This is an optimization exercise on Yosys and OpenROAD, whose aim is a short achievable clock period, not a production implementation.
Only simulation tests tie the RTL to the original design; equivalence was not proved.
No activity file was given, so power comes from the tool's default toggle rates.

==> flow/design.v <==
module mtm_Alu_deserializer (
  input  wire       clk,
  input  wire       rst_n,
  input  wire       sin,
  output reg        rst_q_n,     
  output wire       ab_write,    
  output wire [3:0] ab_slot,
  output reg  [7:0] ab_byte,
  output wire [4:0] step,        
  output wire       step_flags,  
  output wire       step_crc,    
  output wire [2:0] op,
  output reg        res,         
  output reg        e_c9,        
  output reg        e_a5,        
  output reg        e_93         
);
localparam IDLE     = 2'd0;
localparam LOAD     = 2'd1;
localparam DATA_ERR = 2'd2;
localparam STOP     = 2'd3;
reg       sin_q;
reg [1:0] state;
reg [3:0] q;
reg [3:0] r;
reg [3:0] crc;
reg [3:0] ctl;
reg       m_a5, m_c9;
wire load    = (state == LOAD);
wire payload = load && (r != 4'd0) && (r <= 4'd8);
wire last    = (q == 4'd0);
assign ab_write   = load && !last && (r == 4'd0);
assign ab_slot    = q;
assign step[0]    = load && last && (r == 4'd4);
assign step[1]    = load && last && (r == 4'd3);
assign step[2]    = load && last && (r == 4'd2);
assign step[3]    = load && last && (r == 4'd1);
assign step[4]    = load && last && (r == 4'd0);
assign step_flags = (state == STOP) && (r == 4'd2);
assign step_crc   = (state == STOP) && (r == 4'd1);
assign op         = ctl[2:0];
wire       crc_in = (last && r == 4'd8) ? 1'b1 : sin_q;
wire       fb     = crc[3] ^ crc_in;
wire [3:0] crc_nx = {crc[2:0], 1'b0} ^ {2'b00, fb, fb};
wire op_ok = (ctl[2:0] == 3'b000) || (ctl[2:0] == 3'b001) ||
             (ctl[2:0] == 3'b100) || (ctl[2:0] == 3'b101);
always @(posedge clk) begin
  sin_q   <= sin;
  rst_q_n <= rst_n;
end
always @(posedge clk) begin
  if (!rst_q_n) begin
    state <= IDLE;
    q     <= 4'd0;
    r     <= 4'd0;
    res   <= 1'b0;
    e_c9  <= 1'b0;
    e_a5  <= 1'b0;
    e_93  <= 1'b0;
  end
  else begin
    case (state)
      IDLE: begin
        if (!sin_q) begin
          state <= LOAD;
          q     <= 4'd8;
          r     <= 4'd9;
          crc   <= 4'd0;
        end
      end
      LOAD: begin
        if (r == 4'd10) begin
          if (!sin_q) r <= 4'd9;
        end
        else if (r == 4'd9) begin
          if (last ? !sin_q : sin_q) begin
            state <= DATA_ERR;
            e_c9  <= 1'b1;
          end
          else begin
            r <= 4'd8;
          end
        end
        else if (r == 4'd0) begin
          if (!sin_q) begin
            state <= DATA_ERR;
            e_c9  <= 1'b1;
          end
          else if (!last) begin
            r <= 4'd10;
            q <= q - 4'd1;
          end
          else begin
            r <= 4'd2;
            if (crc == 4'd0) begin
              state <= STOP;
              if (!ctl[3]) begin
                if (op_ok) res  <= 1'b1;
                else       e_93 <= 1'b1;
              end
              else if (ctl == 4'b1010 && m_a5) e_a5 <= 1'b1;
              else if (ctl == 4'b1100 && m_c9) e_c9 <= 1'b1;
            end
            else begin
              state <= DATA_ERR;
              e_a5  <= 1'b1;
            end
          end
        end
        else begin
          r       <= r - 4'd1;
          crc     <= crc_nx;
          ab_byte <= {ab_byte[6:0], sin_q};
          if (last) begin
            if (r >= 4'd5) ctl <= {ctl[2:0], sin_q};
            case (r)
              4'd4: begin m_a5 <= !sin_q;           m_c9 <= sin_q;           end
              4'd3: begin m_a5 <= m_a5 && sin_q;    m_c9 <= m_c9 && !sin_q;  end
              4'd2: begin m_a5 <= m_a5 && !sin_q;   m_c9 <= m_c9 && !sin_q;  end
              4'd1: begin m_a5 <= m_a5 && sin_q;    m_c9 <= m_c9 && sin_q;   end
              default: ;
            endcase
          end
        end
      end
      default: begin  
        if (r != 4'd0) begin
          r <= r - 4'd1;
        end
        else begin
          state <= IDLE;
          res   <= 1'b0;
          e_c9  <= 1'b0;
          e_a5  <= 1'b0;
          e_93  <= 1'b0;
        end
      end
    endcase
  end
end
endmodule
module mtm_Alu_core(
  input  wire        clk,
  input  wire        ab_write,
  input  wire [3:0]  ab_slot,
  input  wire [7:0]  ab_byte,
  input  wire [4:0]  step,
  input  wire        step_flags,
  input  wire        step_crc,
  input  wire [2:0]  op,
  output wire [31:0] C,
  output wire [7:0]  ctl_byte
);
reg [63:0] ab;
reg        cy;
reg        a31;
reg        cr, of, zr, neg;
reg [2:0]  crc3;
wire [31:0] A = ab[63:32];
wire [31:0] B = ab[31:0];
wire arith = op[2];
wire sub   = op[0];
wire inv   = arith && sub;    
function [8:0] add8;
  input [7:0] a;
  input [7:0] b;
  input       ci;
  reg   [7:0] g, p, gg, pp, g2, p2;
  reg   [8:0] c;
  integer i, d;
begin
  p = a ^ b;
  g = a & b;
  g[0] = g[0] | (p[0] & ci);
  gg = g;
  pp = p;
  for (d = 1; d < 8; d = d * 2) begin
    g2 = gg;
    p2 = pp;
    for (i = d; i < 8; i = i + 1) begin
      g2[i] = gg[i] | (pp[i] & gg[i-d]);
      p2[i] = pp[i] & pp[i-d];
    end
    gg = g2;
    pp = p2;
  end
  c = {gg, ci};
  add8 = {c[8], p ^ c[7:0]};
end
endfunction
wire [7:0] r_byte [0:3];
wire [3:0] co;
genvar k;
generate
  for (k = 0; k < 4; k = k + 1) begin : g_byte
    wire [7:0] a = A[8*k+7:8*k];
    wire [7:0] b = B[8*k+7:8*k];
    wire [8:0] s = add8(a, b, (k == 0) ? inv : cy);
    assign co[k]     = s[8];
    assign r_byte[k] = arith ? s[7:0] : (sub ? (a | b) : (a & b));
  end
endgenerate
assign C        = A;
assign ctl_byte = {1'b0, cr, of, zr, neg, crc3};
integer j;
always @(posedge clk) begin
  for (j = 0; j < 8; j = j + 1)
    if (ab_write && ab_slot == j + 1)
      ab[8*j +: 8] <= ab_byte;
  if (step[0]) begin
    if (inv) ab[31:0] <= ~ab[31:0];
    a31 <= A[31];
  end
  if (step[1]) begin
    ab[39:32] <= r_byte[0];
    cy        <= co[0];
  end
  if (step[2]) begin
    ab[47:40] <= r_byte[1];
    cy        <= co[1];
  end
  if (step[3]) begin
    ab[55:48] <= r_byte[2];
    cy        <= co[2];
  end
  if (step[4]) begin
    ab[63:56] <= r_byte[3];
    cy        <= co[3];
  end
  if (step_flags) begin
    cr  <= arith && (sub ? !cy : cy);
    of  <= arith && (a31 == (B[31] ^ sub)) && (A[31] != a31);
    zr  <= arith && (A == 32'd0);
    neg <= arith && (sub ? !cy : A[31]);
  end
  if (step_crc)
    crc3 <= nextCRC3_D36({A, 1'b0, cr, of, zr, neg}, 3'b000);
end
function [2:0] nextCRC3_D36;
  input [35:0] Data;
  input [2:0] crc;
  reg [35:0] d;
  reg [2:0] c;
  reg [2:0] newcrc;
begin
  d = Data;
  c = crc;
  newcrc[0] = d[35] ^ d[32] ^ d[31] ^ d[30] ^ d[28] ^ d[25] ^ d[24] ^ d[23] ^ d[21] ^ d[18] ^ d[17] ^ d[16] ^ d[14] ^ d[11] ^ d[10] ^ d[9] ^ d[7] ^ d[4] ^ d[3] ^ d[2] ^ d[0] ^ c[2];
  newcrc[1] = d[35] ^ d[33] ^ d[30] ^ d[29] ^ d[28] ^ d[26] ^ d[23] ^ d[22] ^ d[21] ^ d[19] ^ d[16] ^ d[15] ^ d[14] ^ d[12] ^ d[9] ^ d[8] ^ d[7] ^ d[5] ^ d[2] ^ d[1] ^ d[0] ^ c[0] ^ c[2];
  newcrc[2] = d[34] ^ d[31] ^ d[30] ^ d[29] ^ d[27] ^ d[24] ^ d[23] ^ d[22] ^ d[20] ^ d[17] ^ d[16] ^ d[15] ^ d[13] ^ d[10] ^ d[9] ^ d[8] ^ d[6] ^ d[3] ^ d[2] ^ d[1] ^ c[1];
  nextCRC3_D36 = newcrc;
end
endfunction
endmodule
module mtm_Alu_serializer(
  input  wire        clk,    
  input  wire        rst_n,
  input  wire        rst_q_n,
  input  wire [31:0] C,
  input  wire [7:0]  ctl_byte,
  input  wire        res,
  input  wire        e_c9,
  input  wire        e_a5,
  input  wire        e_93,
  output reg         sout
  );
  reg       idle;
  reg [3:0] ph;    
  reg [2:0] pk;    
  reg       err;   
  reg [1:0] ecode;  
  wire       last  = err || (pk == 3'd4);
  wire [2:0] bi    = 3'd7 - (ph[2:0] - 3'd2);         
  wire [7:0] cbyte = C[8*(3 - pk[1:0]) +: 8];
  wire [7:0] code  = (ecode == 2'd0) ? 8'b11001001 : ((ecode == 2'd1) ? 8'b10100101 : 8'b10010011);
  wire [7:0] dbyte = err ? code : ((pk == 3'd4) ? ctl_byte : cbyte);
  wire       go    = rst_q_n && (res || e_c9 || e_a5 || e_93);
  always @(posedge clk) begin
    if (!rst_n) begin
      idle <= 1'b1;
      sout <= 1'b1;
    end
    else if (idle) begin
      sout <= 1'b1;
      ph   <= 4'd0;
      pk   <= 3'd0;
      err  <= !res;
      ecode <= e_c9 ? 2'd0 : (e_a5 ? 2'd1 : 2'd2);
      if (go) idle <= 1'b0;
    end
    else begin
      if (ph == 4'd0)
        sout <= 1'b0;
      else if (ph == 4'd1)
        sout <= last;
      else if (ph == 4'd10)
        sout <= 1'b1;
      else
        sout <= dbyte[bi];
      if (ph == 4'd10) begin
        ph <= 4'd0;
        pk <= pk + 3'd1;
        if (last) idle <= 1'b1;
      end
      else begin
        ph <= ph + 4'd1;
      end
    end
  end
endmodule
module mtm_Alu (
    input  wire clk,    
    input  wire rst_n,  
    input  wire sin,    
    output wire sout    
);
wire        ab_shift;
wire        ab_write;
wire [3:0]  ab_slot;
wire [7:0]  ab_byte;
wire [4:0]  step;
wire        step_flags;
wire        step_crc;
wire [2:0]  op;
wire        rst_q_n;
wire        d_res, d_c9, d_a5, d_93;
wire [31:0] C;
wire [7:0]  ctl_byte;
mtm_Alu_deserializer u_mtm_Alu_deserializer(
  .clk        (clk),
  .rst_n      (rst_n),
  .sin        (sin),
  .rst_q_n    (rst_q_n),
  .ab_write   (ab_write),
  .ab_slot    (ab_slot),
  .ab_byte    (ab_byte),
  .step       (step),
  .step_flags (step_flags),
  .step_crc   (step_crc),
  .op         (op),
  .res        (d_res),
  .e_c9       (d_c9),
  .e_a5       (d_a5),
  .e_93       (d_93)
);
mtm_Alu_core u_mtm_Alu_core(
  .clk        (clk),
  .ab_write   (ab_write),
  .ab_slot    (ab_slot),
  .ab_byte    (ab_byte),
  .step       (step),
  .step_flags (step_flags),
  .step_crc   (step_crc),
  .op         (op),
  .C          (C),
  .ctl_byte   (ctl_byte)
);
mtm_Alu_serializer u_mtm_Alu_serializer(
  .clk      (clk),
  .rst_n    (rst_n),
  .rst_q_n  (rst_q_n),
  .C        (C),
  .ctl_byte (ctl_byte),
  .res      (d_res),
  .e_c9     (d_c9),
  .e_a5     (d_a5),
  .e_93     (d_93),
  .sout     (sout)
);
endmodule
==> flow/flow/run.sh <==
#!/bin/bash
# Standard layout, with timing repair aimed below the clock period.
set -euo pipefail
bash standard.sh SETUP_SLACK_MARGIN=6 finish > standard_flow.log 2>&1
==> flow/standard.sh <==
#!/bin/bash
# synth_recipe.tcl (not shown) runs the flow's synth.tcl, then flattens the netlist and writes it again
# the make line also repeats each setting of config.mk as NAME=value (left out here)
make -C /OpenROAD-flow-scripts/flow DESIGN_CONFIG=/design/flow/config.mk WORK_HOME=/design/flow/orfs CLKGATE_MAP_FILE= SYNTH_SCRIPT=/design/flow/synth_recipe.tcl "${@:-finish}"
==> flow/config.mk <==
export PLATFORM = sky130hd
export DESIGN_NAME = mtm_Alu
export DESIGN_NICKNAME = mtm_Alu
export VERILOG_FILES = /design/flow/design.v
export SDC_FILE = /design/flow/constraint.sdc
export NUM_CORES = 4
export LEC_CHECK = 0
export CAP_MARGIN = 20
export CORE_MARGIN = 2
export CORE_UTILIZATION = 40
export PLACE_DENSITY = 0.6
export SLEW_MARGIN = 20
==> flow/constraint.sdc <==
create_clock -name core_clock -period 8.0 [get_ports {clk}]
set_input_delay 1.6000 -clock core_clock [delete_from_list [all_inputs] [get_ports {clk}]]
set_output_delay 1.6000 -clock core_clock [all_outputs]
set_load 0.01 [all_outputs]
==> impl_metrics.toml <==
[run_status]
status = "complete, no violations"

[min_path]
min_from = "u_mtm_Alu_deserializer.res"
hold_end = "u_mtm_Alu_serializer.err"
min_path_cells = 1
hp-class = "reg2reg"

[grt]
grt_use_total = 0.221
grt_first_pass_wirelength_um = 40300
antenna_found_initial = 0
first_global_vias = 7201
grt.overflow.total = 0
grt_start_max_net_pins = 64

[logic_synthesis]
synth_fa_ha_area_frac = 0.130
synth_enable_flop_cells = 69
async_flop_share = 0
yosys_warnings = 3
synth_seq_cells = 119
synth-main-ff-cell = "edfxtp_1"
postSynthCellCount = 992
syn_nets = 1083
yosysUniqueCellTypes = 73
synth.avg_cell_area_um2 = 8.98
synth_top_family_by_area = "compound AO/OA/AOI/OAI gates"
synth-xor-area-share = 0.0551
synth_mux_area_frac = 0.0493
syn_area_um2 = 8900
synthSimpleGateAreaFrac = 0.168
synth_compound_area_frac = 0.180
yosysSeqAreaShare = 0.345

[sta]
period_share = 0.325
relSlewSlack = 0.519
rsz0062_at_grt = "true"
tns_ps = 0
worstMarginPinSlew_ps = 715
worst_hold_slack_ps = 486
skew_ps = 12.9
fmax_mhz = 384
setup_viol = 0
finalHoldViolations = 0
finalCriticalPeriod_ps = 2600
slew_viol_final = 0

[cts]
root_buffer = "clkbuf_16"
cts.path.max_buffers = 2
cts_tree = "built"
insertion_delay_ps = 430
clk_pin_slew_ps = 60
h-tree-depth = 4
cts_sinks = 119
ctsHoldBuffers = 0
cts_inserted_buffers = 17

[place]
placed_cell_area_um2 = 9210
portBuffers = 3
routabilityCongestion = 0.887
dp_hpwl_um = 16400
dp.cells = 1223

[final_layout]
seqCellArea_um2 = 3100
num_antenna_cells = 0
final_nets = 1171
fin_area_um2 = 11800
area_growth_pct = 32.1
stdcell_count = 1373
drive_above_1_share = 0.302
multiInputGateArea_um2 = 6100
fillers = 1839

[floorplan]
dieArea_um2 = 23500
start_util = 0.408
dieHeight_um = 153
io_pins = 4
coreArea_um2 = 21800
num_rows = 54
die_width_um = 153

[routing]
vias = 7813
drtPass1Iterations = 7
viasPerCell = 5.69
postRouteAntennaNets = 0
drc = 0
routed_wl_um = 27100
initialDrtViolationCount = 801
wl_per_cell_um = 19.7

[setup_path]
critPathLaunchType = "flop"
r2r_end = "u_mtm_Alu_core.cy"
rr_startpoint = "u_mtm_Alu_core.cy"
crit_arrival_ps = 2770
critPathLaunch = "u_mtm_Alu_core.cy"
path_max_fanout = 3
required_ps = 8170
r2r_cells = 11
rrSetupSlack_ps = 5400
crit_type = "reg2reg"
end_kind = "flop"

[pwr]
powerDensity_nw_per_um2 = 306
p_leak_nw = 4.72
ir_drop_uv = 124

[job]
cap_violations = 0
[cells by family after synthesis]
kind of cell / count (synthesis)
multiplexers: 33
AND/OR/NAND/NOR: 304
flip-flops: 119
AO/OA/AOI/OAI: 234
XOR/XNOR: 56
buffers and inverters: 158
adder cells (fa/ha/maj): 88
[final cells by class]
class	count	area share
multi-input combinational	717	0.518
tap	280	0.0298
timing repair buffer	122	0.103
clock buffer	22	0.0386
clock inverter	10	0.0129
sequential	119	0.264
inverter	103	0.0338
[how the worst max path moves through the flow]
stage | endpoint | depth (start not counted)
after global routing | u_mtm_Alu_core.cy | 11
final | u_mtm_Alu_core.cy | 11
after global placement | u_mtm_Alu_serializer.sout | 5
after CTS | u_mtm_Alu_core.cy | 10
after floorplan | u_mtm_Alu_core.cy | 10
after detailed placement | u_mtm_Alu_core.cy | 5
[placed cells by master, fill, tap and decap left out, types with 17 or more instances in the layout]
| cell | n |
|---|---|
| mux2i_1 | 18 |
| nor2_1 | 82 |
| nand2_1 | 61 |
| o21ai_1 | 20 |
| inv_1 | 90 |
| a21oi_1 | 46 |
| edfxtp_1 | 69 |
| o21ai_0 | 35 |
| ha_1 | 74 |
| xnor2_1 | 45 |
| a221o_1 | 34 |
| buf_4 | 89 |
| clkbuf_16 | 19 |
| dfxtp_1 | 35 |
| nor2_4 | 33 |
| nor3_1 | 17 |
[registers in the layout (all words and copies together) (netlist names), 2 cells and up]
name	count
u_mtm_Alu_deserializer.q	4
u_mtm_Alu_core.crc3	3
u_mtm_Alu_deserializer.crc	4
u_mtm_Alu_deserializer.ctl	4
u_mtm_Alu_core.ab	64
u_mtm_Alu_deserializer.state	2
u_mtm_Alu_serializer.ecode	2
u_mtm_Alu_serializer.ph	4
u_mtm_Alu_serializer.pk	3
u_mtm_Alu_deserializer.ab_byte	8
u_mtm_Alu_deserializer.r	4
[where the power goes]
part / internal (mW) / switching (mW)
logic: 0.852 / 0.882
registers: 0.821 / 0.240
clock network: 0.525 / 0.279
total: 2.20 / 1.40
[critical path, cell delays in order, from the launching register on]
cell and delay [ps]:
edfxtp_1 420, inv_2 130, buf_12 110, fa_2 210, inv_2 40, fa_2 360, a211oi_2 280, nor2_2 90
o31ai_4 270, a211oi_2 130, nor3b_2 240, a21oi_1 60
[what timing repair did]
action                     CTS  global route
resized for setup          123           115
setup endpoints to repair  141           111
pin swaps                   36            49
gates cloned                 4             3
setup buffers               75            36
[cell usage after synthesis (12+ instances only)]
library cell  number  area, µm²
a211oi_1          18        135
a21oi_1           56        280
a221o_1           34        340
a31oi_1           12       75.1
clkbuf_1          29        109
dfxtp_1           50       1000
edfxtp_1          69       2070
ha_1              80       1000
inv_1            103        387
mux2i_1           18        180
nand2_1           73        274
nand2b_1          17        106
nor2_1           115        432
nor3_1            18       90.1
o21ai_0           60        300
xnor2_1           48        420
[metrics by stage]
stage	util	setup WS (ps)	total power, mW
floorplan	-	5650	2.00
global placement	0.422	5140	2.24
detailed placement	0.422	5060	2.25
CTS	0.500	5460	3.30
global route	0.539	5330	3.81
finish	0.539	5400	3.60
[metal layers]
| metal | routed length [µm] | GRT usage | up-vias | share of wire |
|---|---|---|---|---|
| li1 | - | - | 3707 | - |
| met1 | 11900 | 0.304 | 3772 | 0.44 |
| met2 | 12700 | 0.351 | 270 | 0.47 |
| met3 | 1630 | 0.0386 | 64 | 0.060 |
| met4 | 845 | 0.0780 | 0 | 0.031 |
| met5 | 0 | 0 | - | 0 |

==> port drivers added, routing unchanged <==
How much do the figures lean on ideal ports? The routed layout below was timed once more, with nothing changed but the port constraints. Step 1: set_driving_cell puts a clkbuf_16 on clk and a buf_2 on each other input, an assumption about the parent block. Step 2 moves the port delays by t, midway between the first and last clock arrival at a register: inputs arrive t later, outputs are due t later. That takes back most of the time a late clock gives input paths. Three values: ideal, step 1, step 2; two values: the first two.
t, ns: 0.472
slack for setup (ns): 5.398 / 5.398 / 5.398
worst data-port slew with drivers (ns): 0.03
After both steps setup and hold are still met in this run. The setup slack of this run moves by 0.000 ns with the drivers and by 0.000 ns with both steps.
